What follows belongs to an exercise in optimizing a design on an open flow for small area; a production flow would make more cautious choices.
At most, simulation tests tie the RTL to the original design; equivalence was not proved.
The clock port is modelled as an ideal driver, which makes a skipped or thinned clock tree look cheaper than it is; a real chip needs a root buffer or a tree.
Power and IR drop assume default switching activity.

==> module flight_top, before the edit <==
module flight_top (
    input  logic        clk100mhz,
    input  logic        btnC,
    input  logic [15:0] sw,
    output logic [15:0] led
);
    logic rst;
    assign rst = btnC;
    logic [16:0] m, mq;
    assign m = ~mq;
    logic        fresh;    
    logic        upd;
    assign upd = m[16] & m[15] & m[10] & m[9] & m[7] & m[5];
    always_ff @(posedge clk100mhz) begin
        if (rst) mq <= ~17'd0;
        else     mq <= ~((m + 17'd1) & ~({17{upd}} & 17'd100000));
        fresh <= rst | (fresh & ~upd);
    end
    logic [4:0] t;
    assign t = m[4:0];
    logic hz, p1, p2;
    assign hz = (m[16:7] == 10'd0);
    assign p1 = hz & ~m[6] &  m[5] & ~t[4];     
    assign p2 = hz &  m[6] & ~m[5];             
    logic lo8, lo16, t0, t31;
    assign lo8  = ~t[4] & ~t[3];
    assign lo16 = ~t[4];
    assign t0   = (t == 5'd0);
    assign t31  = (t == 5'd31);
    logic [7:0]  L, N, C, Il;
    logic [15:0] R, E, Ih;
    logic [12:0] P;
    logic [7:0]  V;
    logic L_t, N_t, C_t, Il_t, R_t, E_t, Ih_t, P_t;
    assign L_t  = L[7];
    assign N_t  = N[7];
    assign C_t  = C[7];
    assign Il_t = Il[7];
    assign R_t  = R[15];
    assign E_t  = E[15];
    assign Ih_t = Ih[15];
    assign P_t  = P[12];
    logic vsel, astr;
    assign vsel = V[t[2:0]];
    assign astr = t[3] ? vsel : L_t;
    logic cr_q, cr_in, r_x, r_s, r_c;
    assign cr_in = t0 ? 1'b0 : cr_q;
    assign r_x   = lo8 & (m[6] ? C_t : N_t);
    assign {r_c, r_s} = R_t + r_x + cr_in;
    logic nf_in, neg_o;
    assign neg_o = astr ^ nf_in;
    logic sg_q;
    logic g1, g3, g5, g7;
    assign g1 = (t[3:0] != 4'd0);
    assign g3 = t[3] | t[2] | (t[1] & t[0]);
    assign g5 = t[3] | (t[2] & (t[1] | t[0]));
    assign g7 = t[3] | (t[2] & t[1] & t[0]);
    logic x1, x2, x3, x4, x5;
    assign x1 = m[6] ? astr : (g7 & E[6]);
    assign x2 = m[6] ? R_t  : ~(g3 & E[2]);
    assign x3 = m[6] ? (lo8 ? Il_t : Ih_t) : ~(g5 & P[2]);
    assign x4 = m[6] ? (t[4] ? sg_q : E_t) : ~(g3 & P[0]);
    assign x5 = g1 & Ih[8];
    logic [3:0] k_q, k_in;
    assign k_in = t0 ? {1'b0, ~m[6], ~m[6], ~m[6]} : k_q;
    logic sa, ca, sb, cb, sc, cc, sd, cd;
    assign {ca, sa} = x1 + x2 + k_in[0];
    assign {cb, sb} = x3 + x4 + k_in[1];
    assign {cc, sc} = x5 + sa + k_in[2];
    assign {cd, sd} = sb + sc + k_in[3];
    assign nf_in = k_in[2];
    assign sg_q  = k_q[3];
    logic d_s, i_s;
    assign d_s = sa;
    assign i_s = sb;
    always_ff @(posedge clk100mhz) begin
        cr_q <= r_c;
        k_q[0] <= ca;
        k_q[1] <= cb;
        k_q[2] <= m[6] ? (nf_in | astr) : cc;
        k_q[3] <= m[6] ? (t[4] ? sg_q : E_t) : cd;
    end
    logic w_l, w_n1, w_n2, w_r, w_e, w_p, w_il, w_ih;
    assign w_l  = p2 & lo8;
    assign w_n1 = p1 & t[3];
    assign w_n2 = p2 & ~t[4] & t[3];
    assign w_r  = (p1 | p2) & lo16;
    assign w_e  = p2 & lo16;
    assign w_p  = p2 & (t < 5'd13);
    assign w_il = p2 & lo8;
    assign w_ih = p2 & (t[4] ^ t[3]);
    logic L_h, N_h, C_h, R_h, E_h, P_h, Il_h, Ih_h;
    assign L_h  = ~fresh & (w_l  ? d_s : L_t);
    assign N_h  = w_n1 ? sd : w_n2 ? d_s : N_t;      
    assign C_h  = ~fresh & (w_n2 ? N_t : C_t);
    assign R_h  = ~fresh & (w_r  ? r_s : R_t);
    assign E_h  = w_e  ? neg_o : E_t;                
    assign P_h  = ~fresh & (w_p  ? E_t : P_t);
    assign Il_h = ~fresh & (w_il ? i_s : Il_t);
    assign Ih_h = ~fresh & (w_ih ? i_s : Ih_t);
    always_ff @(posedge clk100mhz) begin
        L  <= {L[6:0], L_h};
        C  <= {C[6:0], C_h};
        R  <= {R[14:0], R_h};
        E  <= {E[14:0], E_h};
        P  <= {P[11:0], P_h};
        Il <= {Il[6:0], Il_h};
        Ih <= {Ih[14:0], Ih_h};
        if (upd)
            N <= {sw[1], sw[2], sw[3], sw[4], sw[5], sw[6], sw[7], sw[0]};
        else
            N <= {N[6:0], N_h};
        if (rst)      V <= 8'd0;
        else if (upd) V <= {N[0], N[1], N[2], N[3], N[4], N[5], N[6], N[7]};
    end
    assign led = {8'd0, V};
endmodule
export LEC_CHECK = 0
export CAP_MARGIN = 20
export CORE_MARGIN = 2
export CORE_UTILIZATION = 75
export PLACE_DENSITY = 0.85
export SLEW_MARGIN = 20
create_clock -name core_clock -period 10.0 [get_ports {clk100mhz}]
standard.sh (not shown) runs the stock make flow with config.mk's settings and CLKGATE_MAP_FILE= SYNTH_SCRIPT=/design/flow/synth_recipe.tcl, a recipe that flattens the netlist after the stock synthesis.
==> flow/flow/run.sh <==
#!/bin/bash
# Standard layout with: small port buffers, one shared tie cell, logic
# re-mapped for area (restructure) with gates
# at their smallest drive strength, and a hand-made clock tree (the clock
# port drives four clkbuf_16, each feeding one cluster of flip-flops).
set -euo pipefail
F="$PWD/flow"
bash standard.sh finish \
  SKIP_REPAIR_TIE_FANOUT=1 \
  POST_FLOORPLAN_TCL="$F/restructure.tcl" \
  BUFFER_PORTS_ARGS="-buffer_cell sky130_fd_sc_hd__buf_1" \
  PRE_CTS_TCL="$F/mtree.tcl" \
  POST_CTS_TCL="$F/mpost.tcl" \
  CTS_ARGS="-clk_nets clk100mhz -sink_clustering_enable -repair_clock_nets -dont_use_dummy_load -buf_list sky130_fd_sc_hd__clkbuf_4" \
  > make.log 2>&1
Other scripts of this flow, unchanged in this note and not shown: flow/flow/downsize.tcl, flow/flow/mpost.tcl, flow/flow/mtree.tcl, flow/flow/restructure.tcl
Change:
--- a/flow/design.v
+++ b/flow/design.v
@@ -6,14 +6,13 @@
 );
     logic rst;
     assign rst = btnC;
-    logic [16:0] m, mq;
-    assign m = ~mq;
+    logic [16:0] m;
     logic        fresh;    
     logic        upd;
     assign upd = m[16] & m[15] & m[10] & m[9] & m[7] & m[5];
     always_ff @(posedge clk100mhz) begin
-        if (rst) mq <= ~17'd0;
-        else     mq <= ~((m + 17'd1) & ~({17{upd}} & 17'd100000));
+        if (rst) m <= 17'd0;
+        else     m <= (m + 17'd1) & ~({17{upd}} & 17'd100000);
         fresh <= rst | (fresh & ~upd);
     end
     logic [4:0] t;
@@ -42,7 +41,7 @@
     assign P_t  = P[12];
     logic vsel, astr;
     assign vsel = V[t[2:0]];
-    assign astr = t[3] ? vsel : L_t;
+    assign astr = t[3] ? (vsel & ~fresh) : L_t;
     logic cr_q, cr_in, r_x, r_s, r_c;
     assign cr_in = t0 ? 1'b0 : cr_q;
     assign r_x   = lo8 & (m[6] ? C_t : N_t);
@@ -110,8 +109,7 @@
             N <= {sw[1], sw[2], sw[3], sw[4], sw[5], sw[6], sw[7], sw[0]};
         else
             N <= {N[6:0], N_h};
-        if (rst)      V <= 8'd0;
-        else if (upd) V <= {N[0], N[1], N[2], N[3], N[4], N[5], N[6], N[7]};
+        if (upd) V <= {N[0], N[1], N[2], N[3], N[4], N[5], N[6], N[7]};
     end
-    assign led = {8'd0, V};
+    assign led = {8'd0, V & {8{~fresh}}};
 endmodule
- design area increases by 1.4%
- routed wire length is lower by 5.0%
- combinational power goes down by 9.9%
- setup slack is better by 490 ps
- register-to-register slack gains 490 ps
No functional check of the RTL was part of the second run of this note. In every run of this note, the design's own scripts or RTL, not TritonCTS, make the clock network.

== purple ==
The RTL this note starts from:
==> flow/design.v <==
module flight_top (
    input  logic        clk100mhz,
    input  logic        btnC,
    input  logic [15:0] sw,
    output logic [15:0] led
);
    logic rst;
    assign rst = btnC;
    logic [16:0] m, mq;
    assign m = ~mq;
    logic        fresh;    
    logic        upd;
    assign upd = m[16] & m[15] & m[10] & m[9] & m[7] & m[5];
    always_ff @(posedge clk100mhz) begin
        if (rst) mq <= ~17'd0;
        else     mq <= ~((m + 17'd1) & ~({17{upd}} & 17'd100000));
        fresh <= rst | (fresh & ~upd);
    end
    logic [4:0] t;
    assign t = m[4:0];
    logic hz, p1, p2;
    assign hz = (m[16:7] == 10'd0);
    assign p1 = hz & ~m[6] &  m[5] & ~t[4];     
    assign p2 = hz &  m[6] & ~m[5];             
    logic lo8, lo16, t0, t31;
    assign lo8  = ~t[4] & ~t[3];
    assign lo16 = ~t[4];
    assign t0   = (t == 5'd0);
    assign t31  = (t == 5'd31);
    logic [7:0]  L, N, C, Il;
    logic [15:0] R, E, Ih;
    logic [12:0] P;
    logic [7:0]  V;
    logic L_t, N_t, C_t, Il_t, R_t, E_t, Ih_t, P_t;
    assign L_t  = L[7];
    assign N_t  = N[7];
    assign C_t  = C[7];
    assign Il_t = Il[7];
    assign R_t  = R[15];
    assign E_t  = E[15];
    assign Ih_t = Ih[15];
    assign P_t  = P[12];
    logic vsel, astr;
    assign vsel = V[t[2:0]];
    assign astr = t[3] ? vsel : L_t;
    logic cr_q, cr_in, r_x, r_s, r_c;
    assign cr_in = t0 ? 1'b0 : cr_q;
    assign r_x   = lo8 & (m[6] ? C_t : N_t);
    assign {r_c, r_s} = R_t + r_x + cr_in;
    logic nf_in, neg_o;
    assign neg_o = astr ^ nf_in;
    logic sg_q;
    logic g1, g3, g5, g7;
    assign g1 = (t[3:0] != 4'd0);
    assign g3 = t[3] | t[2] | (t[1] & t[0]);
    assign g5 = t[3] | (t[2] & (t[1] | t[0]));
    assign g7 = t[3] | (t[2] & t[1] & t[0]);
    logic x1, x2, x3, x4, x5;
    assign x1 = m[6] ? astr : (g7 & E[6]);
    assign x2 = m[6] ? R_t  : ~(g3 & E[2]);
    assign x3 = m[6] ? (lo8 ? Il_t : Ih_t) : ~(g5 & P[2]);
    assign x4 = m[6] ? (t[4] ? sg_q : E_t) : ~(g3 & P[0]);
    assign x5 = g1 & Ih[8];
    logic [3:0] k_q, k_in;
    assign k_in = t0 ? {1'b0, ~m[6], ~m[6], ~m[6]} : k_q;
    logic sa, ca, sb, cb, sc, cc, sd, cd;
    assign {ca, sa} = x1 + x2 + k_in[0];
    assign {cb, sb} = x3 + x4 + k_in[1];
    assign {cc, sc} = x5 + sa + k_in[2];
    assign {cd, sd} = sb + sc + k_in[3];
    assign nf_in = k_in[2];
    assign sg_q  = k_q[3];
    logic d_s, i_s;
    assign d_s = sa;
    assign i_s = sb;
    always_ff @(posedge clk100mhz) begin
        cr_q <= r_c;
        k_q[0] <= ca;
        k_q[1] <= cb;
        k_q[2] <= m[6] ? (nf_in | astr) : cc;
        k_q[3] <= m[6] ? (t[4] ? sg_q : E_t) : cd;
    end
    logic w_l, w_n1, w_n2, w_r, w_e, w_p, w_il, w_ih;
    assign w_l  = p2 & lo8;
    assign w_n1 = p1 & t[3];
    assign w_n2 = p2 & ~t[4] & t[3];
    assign w_r  = (p1 | p2) & lo16;
    assign w_e  = p2 & lo16;
    assign w_p  = p2 & (t < 5'd13);
    assign w_il = p2 & lo8;
    assign w_ih = p2 & (t[4] ^ t[3]);
    logic L_h, N_h, C_h, R_h, E_h, P_h, Il_h, Ih_h;
    assign L_h  = ~fresh & (w_l  ? d_s : L_t);
    assign N_h  = w_n1 ? sd : w_n2 ? d_s : N_t;      
    assign C_h  = ~fresh & (w_n2 ? N_t : C_t);
    assign R_h  = ~fresh & (w_r  ? r_s : R_t);
    assign E_h  = w_e  ? neg_o : E_t;                
    assign P_h  = ~fresh & (w_p  ? E_t : P_t);
    assign Il_h = ~fresh & (w_il ? i_s : Il_t);
    assign Ih_h = ~fresh & (w_ih ? i_s : Ih_t);
    always_ff @(posedge clk100mhz) begin
        L  <= {L[6:0], L_h};
        C  <= {C[6:0], C_h};
        R  <= {R[14:0], R_h};
        E  <= {E[14:0], E_h};
        P  <= {P[11:0], P_h};
        Il <= {Il[6:0], Il_h};
        Ih <= {Ih[14:0], Ih_h};
        if (upd)
            N <= {sw[1], sw[2], sw[3], sw[4], sw[5], sw[6], sw[7], sw[0]};
        else
            N <= {N[6:0], N_h};
        if (rst)      V <= 8'd0;
        else if (upd) V <= {N[0], N[1], N[2], N[3], N[4], N[5], N[6], N[7]};
    end
    assign led = {8'd0, V};
endmodule
export LEC_CHECK = 0
export ABC_AREA = 1
export CAP_MARGIN = 20
export CORE_MARGIN = 2
export CORE_UTILIZATION = 75
export PLACE_DENSITY = 0.85
export SLEW_MARGIN = 20
create_clock -name core_clock -period 10.0 [get_ports {clk100mhz}]
Scripts as last shown in full above: flow/flow/run.sh
Other scripts of this flow, unchanged in this note and not shown: flow/flow/downsize.tcl, flow/flow/mpost.tcl, flow/flow/mtree.tcl, flow/flow/restructure.tcl
The following lists how green was set up differently from purple:
--- a/flow/design.v
+++ b/flow/design.v
@@ -6,14 +6,13 @@
 );
     logic rst;
     assign rst = btnC;
-    logic [16:0] m, mq;
-    assign m = ~mq;
+    logic [16:0] m;
     logic        fresh;    
     logic        upd;
     assign upd = m[16] & m[15] & m[10] & m[9] & m[7] & m[5];
     always_ff @(posedge clk100mhz) begin
-        if (rst) mq <= ~17'd0;
-        else     mq <= ~((m + 17'd1) & ~({17{upd}} & 17'd100000));
+        if (rst) m <= 17'd0;
+        else     m <= (m + 17'd1) & ~({17{upd}} & 17'd100000);
         fresh <= rst | (fresh & ~upd);
     end
     logic [4:0] t;
Findings:
Global-route usage is higher on purple
Summary: with purple as the reference, netlist area before placement in green moved up slightly.
Summary: with purple as the reference, HPWL after detailed placement in green moved down by a little under 10%.
Compared to purple, the router laid down less metal wire for green.
Taking purple as the reference, in green total power held steady; die width grew by 0.92%; fraction of power spent switching nets held steady; worst setup slack grew by 0.38 ns.
[compare] base=purple new=green: count of vias placed by the detailed router lower, biggest fanout along the worst timing path lower, area of all placed cells without fillers roughly the same.
In every run of this note, the design's own scripts or RTL, not TritonCTS, make the clock network.

==> re-timing with driven ports <==
In the flow no input, the clock included, has a driving cell. The finished layouts below were timed again as built, in two steps.
Step 1 (the two cells are an assumption about what drives the block):
set clk [get_ports {clk100mhz}]
set_driving_cell -lib_cell sky130_fd_sc_hd__clkbuf_16 $clk
set_driving_cell -lib_cell sky130_fd_sc_hd__buf_2 [delete_from_list [all_inputs] $clk]
Step 2, shift: input delay + t, output delay - t, t = (earliest + latest rising clock arrival at the registers) / 2. This alone moves slack from input paths to output paths.
a / b / c = no drivers / after step 1 / after step 2; a / b = the first two.
| run | shift t [ns] | setup slack, ns | worst hold slack (ns) | clock arrival spread, ns | slew at the worst register clock pin (ns) |
|---|---|---|---|---|---|
| the first run of note 1 | 0.238 | 5.855 / 5.855 / 5.855 | 0.330 / 0.330 / 0.330 | 0.021 / 0.022 | 0.12 / 0.12 |
| the second run of note 1 | 0.236 | 6.343 / 6.343 / 6.343 | 0.332 / 0.332 / 0.332 | 0.023 / 0.023 | 0.11 / 0.12 |
| purple | 0.237 | 5.914 / 5.914 / 5.914 | 0.302 / 0.302 / 0.302 | 0.037 / 0.036 | 0.12 / 0.12 |
| green | 0.240 | 6.290 / 6.290 / 6.290 | 0.325 / 0.325 / 0.325 | 0.020 / 0.020 | 0.12 / 0.12 |
After both steps every run listed still meets setup and hold.
